From an optimization exercise on the open Yosys and OpenROAD flow, aimed at small area; shortcuts taken in it are not production practice.
Function not checked in this run: the RTL went through the layout flow alone.
No activity file was given, so power comes from the tool's default toggle rates.

==> design.v <==
module fxmul_q88 (
input signed [15:0] multiplicand,
input signed [15:0] multiplier,
output signed [15:0] o_result,
output overflow_flag,
input clk,
input reset
);
reg [15:0] acc;    
reg [7:0]  lo;     
reg [3:0]  cnt;    
reg        busy;   
reg        ovf;
wire last = &cnt;
wire bsel = multiplier[cnt];
wire [15:0] pp = ({16{bsel}} & multiplicand) ^ {~last, {15{last}}};
wire [16:0] c;
wire [15:0] s;
assign c[0] = 1'b1;
genvar k;
generate for (k = 0; k < 16; k = k + 1) begin : g_add
  assign s[k]   = acc[k] ^ pp[k] ^ c[k];
  assign c[k+1] = (acc[k] & pp[k]) | (c[k] & (acc[k] ^ pp[k]));
end endgenerate
wire [16:0] t = {c[16], s};
wire [8:0] top = {~t[16], t[15:8]};
wire ovf_now = ~((&top) | ~(|top));
always @(posedge clk) begin
  if (reset) begin
    acc  <= 16'd129;
    cnt  <= 4'd0;
    busy <= 1'b1;
  end else begin
    cnt  <= cnt + 4'd1;
    busy <= busy & ~last;
    acc[15:8] <= t[16:9];
    if (busy) begin
      acc[7:0] <= t[8:1];
      lo <= {t[0], lo[7:1]};
    end
  end
  if (last & busy) ovf <= ovf_now;
end
assign o_result = {acc[7:0], lo};
assign overflow_flag = ovf;
endmodule
==> flow/run.sh <==
#!/bin/bash
# Standard synthesis, then the logic between its registers replaced by a
# hand-mapped netlist (gen_netlist.py; the registers keep their names and
# cells), then the standard layout with the smallest port buffers and a
# small clock tree.
set -euo pipefail
R=orfs/results/${FLOW_PLATFORM}/fxmul_q88/base
export BUFFER_PORTS_ARGS="-buffer_cell sky130_fd_sc_hd__buf_1"
export CTS_ARGS="-sink_clustering_enable -repair_clock_nets -dont_use_dummy_load -buf_list sky130_fd_sc_hd__clkbuf_4 -root_buf sky130_fd_sc_hd__clkbuf_4 -sink_clustering_size 40 -sink_clustering_max_diameter 500"
bash standard.sh synth > synth.log 2>&1
cp $R/1_2_yosys.v std_1_2_yosys.v
python3 flow/gen_netlist.py std_1_2_yosys.v $R/1_2_yosys.v > gen.log 2>&1
touch $R/1_2_yosys.v
bash standard.sh > layout.log 2>&1
==> flow/gen_netlist.py <==
#!/usr/bin/env python3
"""Write a hand-mapped gate netlist of fxmul_q88 that keeps the standard
synthesis's registers (same instance names and cell types).

usage: gen_netlist.py STD_NETLIST OUT_NETLIST

The registers are read from STD_NETLIST (the standard synthesis of the RTL);
the logic between them is placed here cell by cell, following
rtl/fxmul_q88.v exactly (same next-state function for every register).
"""
import re
import sys

P = "sky130_fd_sc_hd__"

std = open(sys.argv[1]).read()
regs = {}
for cell, inst in re.findall(r"\b(" + P + r"\w*df\w*)\s+(\\\S+|\w+)\s*\(", std):
    name = inst.lstrip("\\").split("$")[0]
    regs[name] = (cell, inst)

want = (["acc[%d]" % i for i in range(16)] + ["lo[%d]" % i for i in range(8)]
        + ["cnt[%d]" % i for i in range(4)] + ["busy", "ovf"])
missing = [w for w in want if w not in regs]
extra = [r for r in regs if r not in want]
if missing or extra:
    sys.exit("register mismatch: missing %s extra %s" % (missing, extra))

cells = []
n = [0]


def g(cell, **pins):
    n[0] += 1
    conn = ", ".join(".%s(%s)" % (p, v) for p, v in pins.items())
    cells.append("  %s%s g%d (%s);" % (P, cell, n[0], conn))


def ff(reg, d, de=None):
    cell, inst = regs[reg]
    base = cell[len(P):]
    q = "q_" + reg.replace("[", "_").replace("]", "")
    if base.startswith("edfxtp"):
        assert de is not None, reg
        conn = ".CLK(clk), .D(%s), .DE(%s), .Q(%s)" % (d, de, q)
    elif base.startswith("dfxtp"):
        assert de is None, reg
        conn = ".CLK(clk), .D(%s), .Q(%s)" % (d, q)
    else:
        sys.exit("unexpected register cell %s for %s" % (cell, reg))
    if inst.startswith("\\"):
        inst = inst + " "
    cells.append("  %s %s(%s);" % (cell, inst, conn))


def Q(reg):
    return "q_" + reg.replace("[", "_").replace("]", "")


a = ["multiplicand[%d]" % i for i in range(16)]
b = ["multiplier[%d]" % i for i in range(16)]
load = "reset"
acc = [Q("acc[%d]" % i) for i in range(16)]
lo = [Q("lo[%d]" % i) for i in range(8)]
cnt = [Q("cnt[%d]" % i) for i in range(4)]
busy = Q("busy")
ovf = Q("ovf")

# bsel = multiplier[cnt]
for j in range(4):
    g("mux4_2", A0=b[4 * j], A1=b[4 * j + 1], A2=b[4 * j + 2], A3=b[4 * j + 3],
      S0=cnt[0], S1=cnt[1], X="m%d" % j)
g("mux4_2", A0="m0", A1="m1", A2="m2", A3="m3", S0=cnt[2], S1=cnt[3], X="bsel")

# nL = ~last
g("nand4_1", A=cnt[0], B=cnt[1], C=cnt[2], D=cnt[3], Y="nL")
# nX = ~(bsel ^ last)
g("xor2_1", A="bsel", B="nL", X="nX")
# pp[j] = a[j] ? bsel^last : last   (j < 15), via inverting mux
for j in range(15):
    g("mux2i_1", A0="nL", A1="nX", S=a[j], Y="pp%d" % j)
# pp[15] = a15 ? ~(bsel^last) : ~last
g("mux2_1", A0="nL", A1="nX", S=a[15], X="pp15")

# adder, carry-in 1
g("xnor2_1", A=acc[0], B="pp0", Y="s0")
g("or2_1", A=acc[0], B="pp0", X="c1")
for k in range(1, 16):
    g("fa_1", A=acc[k], B="pp%d" % k, CIN="c%d" % k, COUT="c%d" % (k + 1), SUM="s%d" % k)
t = ["s%d" % k for k in range(16)] + ["c16"]

# acc[15:8] <= reset ? 0 : t[16:9]
for k in range(8, 16):
    g("nor2b_1", A=load, B_N=t[k + 1], Y="dacc%d" % k)
    ff("acc[%d]" % k, "dacc%d" % k)
# acc[7:0] <= reset ? K : busy ? t[8:1] : acc[7:0]   (K = 129)
for k in range(8):
    g("mux2i_1", A0=acc[k], A1=t[k + 1], S=busy, Y="hacc%d" % k)
    if k in (0, 7):
        g("or2b_1", A=load, B_N="hacc%d" % k, X="dacc%d" % k)
    else:
        g("nor2_1", A=load, B="hacc%d" % k, Y="dacc%d" % k)
    ff("acc[%d]" % k, "dacc%d" % k)
# lo <= {t[0], lo[7:1]} when busy
for k in range(8):
    ff("lo[%d]" % k, t[0] if k == 7 else lo[k + 1], de=busy)

# cnt <= reset ? 0 : cnt + 1
g("nor2_1", A=load, B=cnt[0], Y="dc0")
g("xnor2_1", A=cnt[1], B=cnt[0], Y="x1")
g("nor2_1", A=load, B="x1", Y="dc1")
g("nand2_1", A=cnt[0], B=cnt[1], Y="n01")
g("xor2_1", A=cnt[2], B="n01", X="x2")
g("nor2_1", A=load, B="x2", Y="dc2")
g("nand3_1", A=cnt[0], B=cnt[1], C=cnt[2], Y="n012")
g("xor2_1", A=cnt[3], B="n012", X="x3")
g("nor2_1", A=load, B="x3", Y="dc3")
for k in range(4):
    ff("cnt[%d]" % k, "dc%d" % k)

# busy <= reset | (busy & ~last)
g("a21o_1", A1=busy, A2="nL", B1=load, X="dbusy")
ff("busy", "dbusy")

# ovf <= ovf_now when last & busy
g("nor2b_1", A="nL", B_N=busy, Y="ovf_en")
g("nand4_1", A=t[12], B=t[13], C=t[14], D=t[15], Y="nh")
g("nand4_1", A=t[8], B=t[9], C=t[10], D=t[11], Y="nl")
g("nor2_1", A="nh", B="nl", Y="all1")
g("nor4_1", A=t[12], B=t[13], C=t[14], D=t[15], Y="zh")
g("nor4_1", A=t[8], B=t[9], C=t[10], D=t[11], Y="zl")
g("and2_1", A="zh", B="zl", X="all0")
# ovf_now = ~(t16 ? all0 : all1)
g("mux2i_1", A0="all1", A1="all0", S=t[16], Y="ovf_now")
ff("ovf", "ovf_now", de="ovf_en")

# outputs
assigns = []
for k in range(8):
    assigns.append("  assign o_result[%d] = %s;" % (k, lo[k]))
    assigns.append("  assign o_result[%d] = %s;" % (k + 8, acc[k]))
assigns.append("  assign overflow_flag = %s;" % ovf)

wires = set()
for line in cells:
    for v in re.findall(r"\.\w+\(([^)]*)\)", line):
        if "[" not in v and v not in ("clk", "reset"):
            wires.add(v)

out = ["module fxmul_q88 (multiplicand, multiplier, o_result, overflow_flag, clk, reset);",
       "  input [15:0] multiplicand;", "  input [15:0] multiplier;",
       "  output [15:0] o_result;", "  output overflow_flag;",
       "  input clk;", "  input reset;"]
out += ["  wire %s;" % w for w in sorted(wires)]
out += cells + assigns + ["endmodule", ""]
open(sys.argv[2], "w").write("\n".join(out))
print("wrote %s: %d cells" % (sys.argv[2], len(cells)))
==> standard.sh <==
#!/bin/bash
# synth_recipe.tcl (not shown) runs the flow's synth.tcl, then flattens the netlist and writes it again
# the make line also repeats each setting of config.mk as NAME=value (left out here)
make -C /OpenROAD-flow-scripts/flow DESIGN_CONFIG=/design/flow/config.mk WORK_HOME=/design/flow/orfs CLKGATE_MAP_FILE= SYNTH_SCRIPT=/design/flow/synth_recipe.tcl "${@:-finish}"
==> config.mk <==
export PLATFORM = sky130hd
export DESIGN_NAME = fxmul_q88
export DESIGN_NICKNAME = fxmul_q88
export VERILOG_FILES = /design/flow/design.v
export SDC_FILE = /design/flow/constraint.sdc
export NUM_CORES = 4
export LEC_CHECK = 0
export ABC_AREA = 1
export CAP_MARGIN = 20
export CORE_MARGIN = 2
export CORE_UTILIZATION = 40
export SLEW_MARGIN = 20
==> constraint.sdc <==
create_clock -name core_clock -period 10.0 [get_ports {clk}]
set_input_delay 2.0000 -clock core_clock [delete_from_list [all_inputs] [get_ports {clk}]]
set_output_delay 2.0000 -clock core_clock [all_outputs]
set_load 0.01 [all_outputs]
==> flow_metrics.env <==
export IMPL_firstDrtPassIters=3
export IMPL_hold_viol=0
export IMPL_cp_arrival_ns=9.78
export IMPL_place_inst=213
export IMPL_cpPeakStageDelay_ns=0.54
export IMPL_layout_setup_ws_ns=0.293
export IMPL_num_nets_final=221
export IMPL_clock_fmax_mhz=103
export IMPL_highest_layer="met4"
export IMPL_worst_setup_path_type="primary input to flop"
export IMPL_dp_hpwl_mm=2.24
export IMPL_period_needed_ns=9.71
export IMPL_cts_inserted_buffers=5
export IMPL_cts_tree="built"
export IMPL_postLayoutCellArea_um2=1920
export IMPL_vias=1065
export IMPL_cap_violations=0
export IMPL_drc=0
export IMPL_drive_gt1_share_pct=12.4
export IMPL_portBuffers=50
export IMPL_min_path_type="flop to flop"
export IMPL_fillers=343
export IMPL_drtAntennaViolNets=0
export IMPL_area_growth_syn_to_layout_pct=21.9
export IMPL_grt_pass1_wl_mm=4.80
export IMPL_p_leak_uw=0.000783
export IMPL_wirelength_mm=2.93
export IMPL_root_buffer="clkbuf_4"
export IMPL_grt_overflow_total=0
export IMPL_synth_area_um2=1570
export IMPL_drt_met1_wl_mm=1.22
export IMPL_core_um2=3720
export IMPL_cp_top_family="adder cells"
export IMPL_crit_chain="buf_1 -> mux4_2 -> mux4_2 -> xor2_4 -> mux2i_1 -> or2_1 -> fa_1 -> fa_2 -> fa_1 -> fa_2 -> fa_1 -> fa_2 -> fa_2 -> fa_2 -> fa_1 -> fa_1 -> fa_1 -> fa_2 -> fa_1 -> fa_2 -> fa_1 -> nor4_1 -> and2_1 -> mux2i_1"
export IMPL_wl_met2_mm=1.49
export IMPL_fp_row_count=22
export IMPL_finClkSkew_ns=0.0208
export IMPL_clockBufferDepth=2
export IMPL_path_buf_inv=1
export IMPL_dieArea_um2=4450
export IMPL_final_cell_mix="buf_1 (50), mux2i_1 (24), dfxtp_1 (21)"
export IMPL_htreeDepth=2
export IMPL_crit_required_ns=10.07
export IMPL_gp_congestion=0.687
export IMPL_grt_pass1_vias=1147
export IMPL_clock_sinks=30
export IMPL_clk_pin_slew_ns=0.09
export IMPL_status="complete, no violations"
export IMPL_via_per_inst=4.89
export IMPL_wl_met3_um=184
export IMPL_clk_insertion_delay_late_ns=0.31
export IMPL_p_per_area_nw_per_um2=227
export IMPL_n_antenna_cell=0
export IMPL_rsz0062_at_grt="false"
export IMPL_cp_common_cell="fa_1"
export IMPL_die_h_um=66.7
export IMPL_dpl_worst_slack_ns=-0.159
export IMPL_die_x_um=66.7
export IMPL_critPathLaunchType="primary input"
export IMPL_track_usage_pct=14.9
export IMPL_synth_warnings=1
export IMPL_synth_nets=161
export IMPL_tightest_slew_ns=0.946
export IMPL_synthCells=112
export IMPL_synth_avg_cell_area_um2=14.0
export IMPL_placed_area_um2=1870
export IMPL_fin_cells=218
export IMPL_peakVddDrop_uv=99.5
export IMPL_io_pins=51
export IMPL_antenna_found_initial=0
export IMPL_start_util_pct=42.3
export IMPL_finalSetupViolCount=0
export IMPL_first_iter_violations=49
export IMPL_end_kind="flop"
export IMPL_cp_max_fo=3
export IMPL_timing_final_max_slew_violations=0
export IMPL_slew_headroom_pct=37.0
export IMPL_fin_crit_sh_pct=97.1
export IMPL_crit_path_top_delay_cell="mux4_2"
export IMPL_grt_max_degree=22
export IMPL_wire_per_inst_um=13.4
export IMPL_final_common_cell="buf_1"
[metal layers]
| metal | GRT usage (%) | vias up |
|---|---|---|
| met5 | 0 | - |
| met4 | 5.10 | 0 |
| met3 | 6.25 | 4 |
| met2 | 25.9 | 28 |
| met1 | 16.1 | 516 |
| li1 | - | 517 |
[state kept, by name, indices dropped and copies added (netlist names)]
signal,count
cnt,4
ovf,1
lo,8
acc,16
busy,1
[worst paths after layout]
path / start / endpoint / slack [ns] / cells past startpoint
worst min-delay path: lo[3] / lo[2] / 0.43 / 0
worst max-delay path: multiplier[15] / ovf / 0.29 / 24
worst max register to register: cnt[0] / ovf / 1.35 / 23
worst min register to register: lo[3] / lo[2] / 0.43 / 0
[what timing repair did]
action                                 in CTS  in global routing
setup endpoints to repair                   0                  1
endpoints found under the hold margin       0                  0
hold buffers                                0                  0
gates resized for setup                     0                  5
setup buffers                               0                  0
[power breakdown]
group	internal (uW)	leakage (uW)	total [uW]	switching (uW)
logic	85.3	0.000485	169	83.9
clock network	23.4	0.0000230	59.1	35.7
registers	172	0.000275	206	33.6
[layout make-up]
type                            instances  area (um^2)  share of cell area (%)
Clock buffer                            5         37.5                    1.96
Multi-Input combinational cell         82          917                    47.9
Sequential cell                        30          691                    36.1
Tap cell                               48         60.1                    3.14
Timing Repair Buffer                   53          210                    11.0
[through the flow]
step / hold WS [ns] / power (uW) / setup TNS [ns] / util, %
after floorplan: 0.499 / 320 / 0 / -
final: 0.431 / 434 / 0 / 51.5
after detailed placement: 0.448 / 378 / -0.159 / 50.2
after CTS: 0.439 / 438 / 0 / 51.2
after global routing: 0.452 / 474 / 0 / 51.5
after global placement: 0.436 / 371 / -0.0976 / 50.2

-- static timing again, ports no longer ideal --
How much do the figures lean on ideal ports? The routed layout below was timed once more, with nothing changed but the port constraints.
Step 1 sets driving cells, clkbuf_16 on the clock port and buf_2 on the other inputs (assumed; they add their load-dependent delay and slew).
Step 2, shift: input delay + t, output delay - t, t = (earliest + latest rising clock arrival at the registers) / 2. This alone moves slack from input paths to output paths.
a / b / c = ideal ports / drivers / drivers and shift; a / b = the first two.
t (ns): 0.330
setup slack, ns: 0.293 / 0.293 / -0.037
hold slack, ns: 0.431 / 0.431 / 0.431
With both steps, setup timing fails in this run, where it was met with ideal ports. For this run, drivers alone change the setup slack by 0.000 ns; drivers and shift together by -0.330 ns.
